Background: an optimization exercise with open tools, aiming at small area and a short achievable clock period. Do not read the settings as production practice.
In this exercise RTL edits were held to simulation tests only and were not proved equivalent to the original.

==> flow/design.v <==
module alu (input wire reset, sel, input wire [1:0] op, input wire [15:0] a, b, d,
	    output wire [15:0] w, output wire cout);
	wire inv, s_d, s_sum, nslg, s_or;
	wire [15:0] ng, nt, p;            
	wire [7:0] g2, t2;                
	wire [3:0] ng4, nt4;              
	wire [1:0] g8, t8;                
	wire [15:0] c;                    
	aluctl ctl (.reset(reset), .sel(sel), .op(op), .inv(inv), .s_d(s_d), .s_sum(s_sum), .nslg(nslg), .s_or(s_or));
	genvar i;
	generate
		pgen0 pg0 (.a(a[0]), .b(b[0]), .inv(inv), .ng(ng[0]), .nt(nt[0]), .p(p[0]));
		for (i = 1; i < 16; i = i + 1) begin : bs
			pgen pg (.a(a[i]), .b(b[i]), .inv(inv), .ng(ng[i]), .nt(nt[i]), .p(p[i]));
		end
		for (i = 0; i < 8; i = i + 1) begin : l1
			gtn2p n (.ngh(ng[2*i+1]), .nth(nt[2*i+1]), .ngl(ng[2*i]), .ntl(nt[2*i]), .g(g2[i]), .t(t2[i]));
		end
		for (i = 0; i < 4; i = i + 1) begin : l2
			gtp2n n (.gh(g2[2*i+1]), .th(t2[2*i+1]), .gl(g2[2*i]), .tl(t2[2*i]), .ng(ng4[i]), .nt(nt4[i]));
		end
		for (i = 0; i < 2; i = i + 1) begin : l3
			gtn2p n (.ngh(ng4[2*i+1]), .nth(nt4[2*i+1]), .ngl(ng4[2*i]), .ntl(nt4[2*i]), .g(g8[i]), .t(t8[i]));
		end
	endgenerate
	wire g8c;
	gn2p l3c (.ngh(ng4[1]), .nth(nt4[1]), .ngl(ng4[0]), .g(g8c));
	gtp g16 (.g(g8[1]), .t(t8[1]), .c(g8c), .co(cout));
	assign c[0] = inv;
	ninv c1i (.a(ng[0]), .y(c[1]));
	assign c[2] = g2[0];
	gtn c3i (.ng(ng[2]), .nt(nt[2]), .c(c[2]), .co(c[3]));
	ninv c4i (.a(ng4[0]), .y(c[4]));
	gtn c5i (.ng(ng[4]), .nt(nt[4]), .c(c[4]), .co(c[5]));
	gtp c6i (.g(g2[2]), .t(t2[2]), .c(c[4]), .co(c[6]));
	gtn c7i (.ng(ng[6]), .nt(nt[6]), .c(c[6]), .co(c[7]));
	assign c[8] = g8[0];
	gtn c9i (.ng(ng[8]), .nt(nt[8]), .c(c[8]), .co(c[9]));
	gtp c10i (.g(g2[4]), .t(t2[4]), .c(c[8]), .co(c[10]));
	gtn c11i (.ng(ng[10]), .nt(nt[10]), .c(c[10]), .co(c[11]));
	gtn c12i (.ng(ng4[2]), .nt(nt4[2]), .c(c[8]), .co(c[12]));
	gtn c13i (.ng(ng[12]), .nt(nt[12]), .c(c[12]), .co(c[13]));
	gtp c14i (.g(g2[6]), .t(t2[6]), .c(c[12]), .co(c[14]));
	gtn c15i (.ng(ng[14]), .nt(nt[14]), .c(c[14]), .co(c[15]));
	generate
		for (i = 0; i < 16; i = i + 1) begin : ws
			wsel s (.s_d(s_d), .s_sum(s_sum), .nslg(nslg), .s_or(s_or), .d(d[i]), .p(p[i]), .ng(ng[i]), .c(c[i]), .w(w[i]));
		end
	endgenerate
endmodule
module aluctl (input wire reset, sel, input wire [1:0] op, output wire inv, s_d, s_sum, nslg, s_or);
	assign inv = op[0] & ~op[1];
	assign s_d = ~sel & ~reset;
	assign s_sum = sel & ~op[1] & ~reset;
	assign nslg = ~(sel & op[1] & ~reset);
	assign s_or = sel & op[1] & op[0] & ~reset;
endmodule
module pgen (input wire a, b, inv, output wire ng, nt, p);
	wire bx;
	xor2m x (.a(b), .b(inv), .y(bx));
	gtbit gt (.a(a), .b(bx), .ng(ng), .nt(nt), .p(p));
endmodule
module xor2m (input wire a, b, output wire y);
	assign y = a ^ b;
endmodule
module gtbit (input wire a, b, output wire ng, nt, p);
	assign ng = ~(a & b);
	assign nt = ~(a | b);
	xor2m pp (.a(a), .b(b), .y(p));
endmodule
module pgen0 (input wire a, b, inv, output wire ng, nt, p);
	wire bx;
	xor2m x (.a(b), .b(inv), .y(bx));
	xor2m pp (.a(a), .b(bx), .y(p));
	ngc0 cg (.a(a), .b(b), .ci(inv), .ng(ng));
	assign nt = ~(a | bx);
endmodule
module ngc0 (input wire a, b, ci, output wire ng);
	assign ng = ~((a & (b | ci)) | (ci & ~b));
endmodule
module gtn2p (input wire ngh, nth, ngl, ntl, output wire g, t);
	assign g = ~(ngh & (nth | ngl));
	assign t = ~(nth | ntl);
endmodule
module gn2p (input wire ngh, nth, ngl, output wire g);
	assign g = ~(ngh & (nth | ngl));
endmodule
module gtp2n (input wire gh, th, gl, tl, output wire ng, nt);
	assign ng = ~(gh | (th & gl));
	assign nt = ~(th & tl);
endmodule
module gtp (input wire g, t, c, output wire co);
	assign co = g | (t & c);
endmodule
module gtn (input wire ng, nt, c, output wire co);
	assign co = ~ng | (~nt & c);
endmodule
module ninv (input wire a, output wire y);
	assign y = ~a;
endmodule
module wsel (input wire s_d, s_sum, nslg, s_or, d, p, ng, c, output wire w);
	assign w = (s_d & d) | (s_sum & (p ^ c)) | (~nslg & ~ng) | (s_or & p);
endmodule
module wrdec (input wire reset, wr, input wire [2:0] addr, output wire [7:0] ld, nld);
	genvar i;
	generate
		for (i = 0; i < 8; i = i + 1) begin : g
			assign ld[i] = (wr & (addr == i)) | reset;
			assign nld[i] = ~ld[i];
		end
	endgenerate
endmodule
module dec3 (input wire [2:0] addr, output wire [7:0] y);
	genvar i;
	generate
		for (i = 0; i < 8; i = i + 1) begin : g
			assign y[i] = (addr == i);
		end
	endgenerate
endmodule
module hold1 (input wire ld, nld, d, q, output wire y);
	assign y = (ld & d) | (nld & q);
endmodule
module rd8 (input wire [7:0] s, q, output wire o);
	wire y0, y1;
	aoi222 u0 (.a0(s[0]), .b0(q[0]), .a1(s[1]), .b1(q[1]), .a2(s[2]), .b2(q[2]), .y(y0));
	aoi222 u1 (.a0(s[3]), .b0(q[3]), .a1(s[4]), .b1(q[4]), .a2(s[5]), .b2(q[5]), .y(y1));
	assign o = ~(y0 & y1 & ~((s[6] & q[6]) | (s[7] & q[7])));
endmodule
module aoi222 (input wire a0, b0, a1, b1, a2, b2, output wire y);
	assign y = ~((a0 & b0) | (a1 & b1) | (a2 & b2));
endmodule
module reg_alu (input wire clk, reset, sel, wr, input wire [1:0] op, input wire [2:0] rd_addr_a,
		rd_addr_b, wr_addr, input wire [15:0] d_in, output wire [15:0] d_out_a, d_out_b, output wire cout);
	wire [15:0] wdata;
	wire [7:0] ld, nld, ra, rb;
	wire [127:0] y;
	reg [15:0] r0, r1, r2, r3, r4, r5, r6, r7;
	wire [127:0] q = {r7, r6, r5, r4, r3, r2, r1, r0};
	wrdec wdec (.reset(reset), .wr(wr), .addr(wr_addr), .ld(ld), .nld(nld));
	dec3 adec (.addr(rd_addr_a), .y(ra));
	dec3 bdec (.addr(rd_addr_b), .y(rb));
	genvar i, j;
	generate
		for (i = 0; i < 8; i = i + 1) begin : row
			for (j = 0; j < 16; j = j + 1) begin : col
				hold1 h (.ld(ld[i]), .nld(nld[i]), .d(wdata[j]), .q(q[16*i+j]), .y(y[16*i+j]));
			end
		end
		for (j = 0; j < 16; j = j + 1) begin : rd
			rd8 ma (.s(ra), .q({q[112+j], q[96+j], q[80+j], q[64+j], q[48+j], q[32+j], q[16+j], q[j]}), .o(d_out_a[j]));
			rd8 mb (.s(rb), .q({q[112+j], q[96+j], q[80+j], q[64+j], q[48+j], q[32+j], q[16+j], q[j]}), .o(d_out_b[j]));
		end
	endgenerate
	always @(posedge clk) begin
		r0 <= y[15:0];
		r1 <= y[31:16];
		r2 <= y[47:32];
		r3 <= y[63:48];
		r4 <= y[79:64];
		r5 <= y[95:80];
		r6 <= y[111:96];
		r7 <= y[127:112];
	end
	alu calc (.reset(reset), .sel(sel), .op(op), .a(d_out_a), .b(d_out_b), .d(d_in), .w(wdata), .cout(cout));
endmodule
Settings: LEC_CHECK=0, ABC_CLOCK_PERIOD_IN_PS=5000, CAP_MARGIN=20, CORE_MARGIN=2, CORE_UTILIZATION=40, SETUP_SLACK_MARGIN=4.8, SLEW_MARGIN=20, SYNTH_HIERARCHICAL=1, BUFFER_PORTS_ARGS=-buffer_cell sky130_fd_sc_hd__buf_1, CTS_ARGS=-sink_clustering_enable -repair_clock_nets -root_buf sky130_fd_sc_hd__clkbuf_16 -buf_list sky130_fd_sc_hd__clkbuf_4 -sink_clustering_buffer sky130_fd_sc_hd__clkbuf_4; clock period 12.0 ns.
standard.sh (not shown) runs the stock make flow with config.mk's settings and CLKGATE_MAP_FILE= SYNTH_SCRIPT=/design/flow/synth_recipe.tcl, a recipe that flattens the netlist after the stock synthesis.
==> flow/flow/run.sh <==
#!/bin/bash
# The standard layout with two changes:
#  - the port buffers placed at global placement use the smallest buffer
#    cell instead of the delay cell buffer_ports picks by default (every
#    input and output port still gets its own buffer; later repair steps
#    resize them as timing needs);
#  - clock tree synthesis uses a strong root buffer and small leaf buffers.
set -e
echo 'export BUFFER_PORTS_ARGS = -buffer_cell sky130_fd_sc_hd__buf_1' >> config.mk
echo 'export CTS_ARGS = -sink_clustering_enable -repair_clock_nets -root_buf sky130_fd_sc_hd__clkbuf_16 -buf_list sky130_fd_sc_hd__clkbuf_4 -sink_clustering_buffer sky130_fd_sc_hd__clkbuf_4' >> config.mk
bash standard.sh > standard.log 2>&1
The starting point finished with timing, DRC and antenna clean.
Change:
--- a/flow/design.v
+++ b/flow/design.v
@@ -1,12 +1,13 @@
 module alu (input wire reset, sel, input wire [1:0] op, input wire [15:0] a, b, d,
 	    output wire [15:0] w, output wire cout);
-	wire inv, s_d, s_sum, nslg, s_or;
+	wire inv, s_d, s_sum, nsand, s_or;
+	wire [15:0] o;
 	wire [15:0] ng, nt, p;            
 	wire [7:0] g2, t2;                
 	wire [3:0] ng4, nt4;              
 	wire [1:0] g8, t8;                
 	wire [15:0] c;                    
-	aluctl ctl (.reset(reset), .sel(sel), .op(op), .inv(inv), .s_d(s_d), .s_sum(s_sum), .nslg(nslg), .s_or(s_or));
+	aluctl ctl (.reset(reset), .sel(sel), .op(op), .inv(inv), .s_d(s_d), .s_sum(s_sum), .nsand(nsand), .s_or(s_or));
 	genvar i;
 	generate
 		pgen0 pg0 (.a(a[0]), .b(b[0]), .inv(inv), .ng(ng[0]), .nt(nt[0]), .p(p[0]));
@@ -44,15 +45,16 @@
 	gtn c15i (.ng(ng[14]), .nt(nt[14]), .c(c[14]), .co(c[15]));
 	generate
 		for (i = 0; i < 16; i = i + 1) begin : ws
-			wsel s (.s_d(s_d), .s_sum(s_sum), .nslg(nslg), .s_or(s_or), .d(d[i]), .p(p[i]), .ng(ng[i]), .c(c[i]), .w(w[i]));
+			or2m orr (.a(a[i]), .b(b[i]), .y(o[i]));
+			wsel s (.s_d(s_d), .s_sum(s_sum), .nsand(nsand), .s_or(s_or), .d(d[i]), .p(p[i]), .ng(ng[i]), .o(o[i]), .c(c[i]), .w(w[i]));
 		end
 	endgenerate
 endmodule
-module aluctl (input wire reset, sel, input wire [1:0] op, output wire inv, s_d, s_sum, nslg, s_or);
-	assign inv = op[0] & ~op[1];
+module aluctl (input wire reset, sel, input wire [1:0] op, output wire inv, s_d, s_sum, nsand, s_or);
+	assign inv = op[0];
 	assign s_d = ~sel & ~reset;
 	assign s_sum = sel & ~op[1] & ~reset;
-	assign nslg = ~(sel & op[1] & ~reset);
+	assign nsand = ~(sel & op[1] & ~op[0] & ~reset);
 	assign s_or = sel & op[1] & op[0] & ~reset;
 endmodule
 module pgen (input wire a, b, inv, output wire ng, nt, p);
@@ -98,8 +100,11 @@
 module ninv (input wire a, output wire y);
 	assign y = ~a;
 endmodule
-module wsel (input wire s_d, s_sum, nslg, s_or, d, p, ng, c, output wire w);
-	assign w = (s_d & d) | (s_sum & (p ^ c)) | (~nslg & ~ng) | (s_or & p);
+module wsel (input wire s_d, s_sum, nsand, s_or, d, p, ng, o, c, output wire w);
+	assign w = (s_d & d) | (s_sum & (p ^ c)) | (~nsand & ~ng) | (s_or & o);
+endmodule
+module or2m (input wire a, b, output wire y);
+	assign y = a | b;
 endmodule
 module wrdec (input wire reset, wr, input wire [2:0] addr, output wire [7:0] ld, nld);
 	genvar i;
What happened: The new run produced a clean layout. Final area grows by 4.5%. Routed wire length increases by 6.3%. Sequential share of layout area went down by 1.5 points. Worst setup slack is worse by 25 ps. Register-to-register slack is better by 40 ps.

static timing again, ports no longer ideal:
Ports are ideal in the flow. The routed layouts listed here were re-timed in OpenROAD.
Step 1: set_driving_cell puts a clkbuf_16 on clk and a buf_2 on each other input, an assumption about the parent block.
Step 2 moves the port delays by t, midway between the first and last clock arrival at a register: inputs arrive t later, outputs are due t later. That takes back most of the time a late clock gives input paths.
Three values: ideal ports, drivers, drivers and shift; two values: the first two.
| run | t (ns) | slack for setup (ns) | worst setup path after step 2 | latest minus earliest clock arrival (ns) | pins driven straight from the clock port |
|---|---|---|---|---|---|
| the first run | 0.398 | 4.861 / 4.839 / 4.839 | input to output | 0.017 / 0.017 | 1 |
| the second run | 0.403 | 4.836 / 4.806 / 4.806 | input to output | 0.016 / 0.016 | 1 |
After both steps setup and hold are still met in every run listed. For the second run, which loses most, drivers alone change the setup slack by -0.030 ns; drivers and shift together by -0.030 ns.
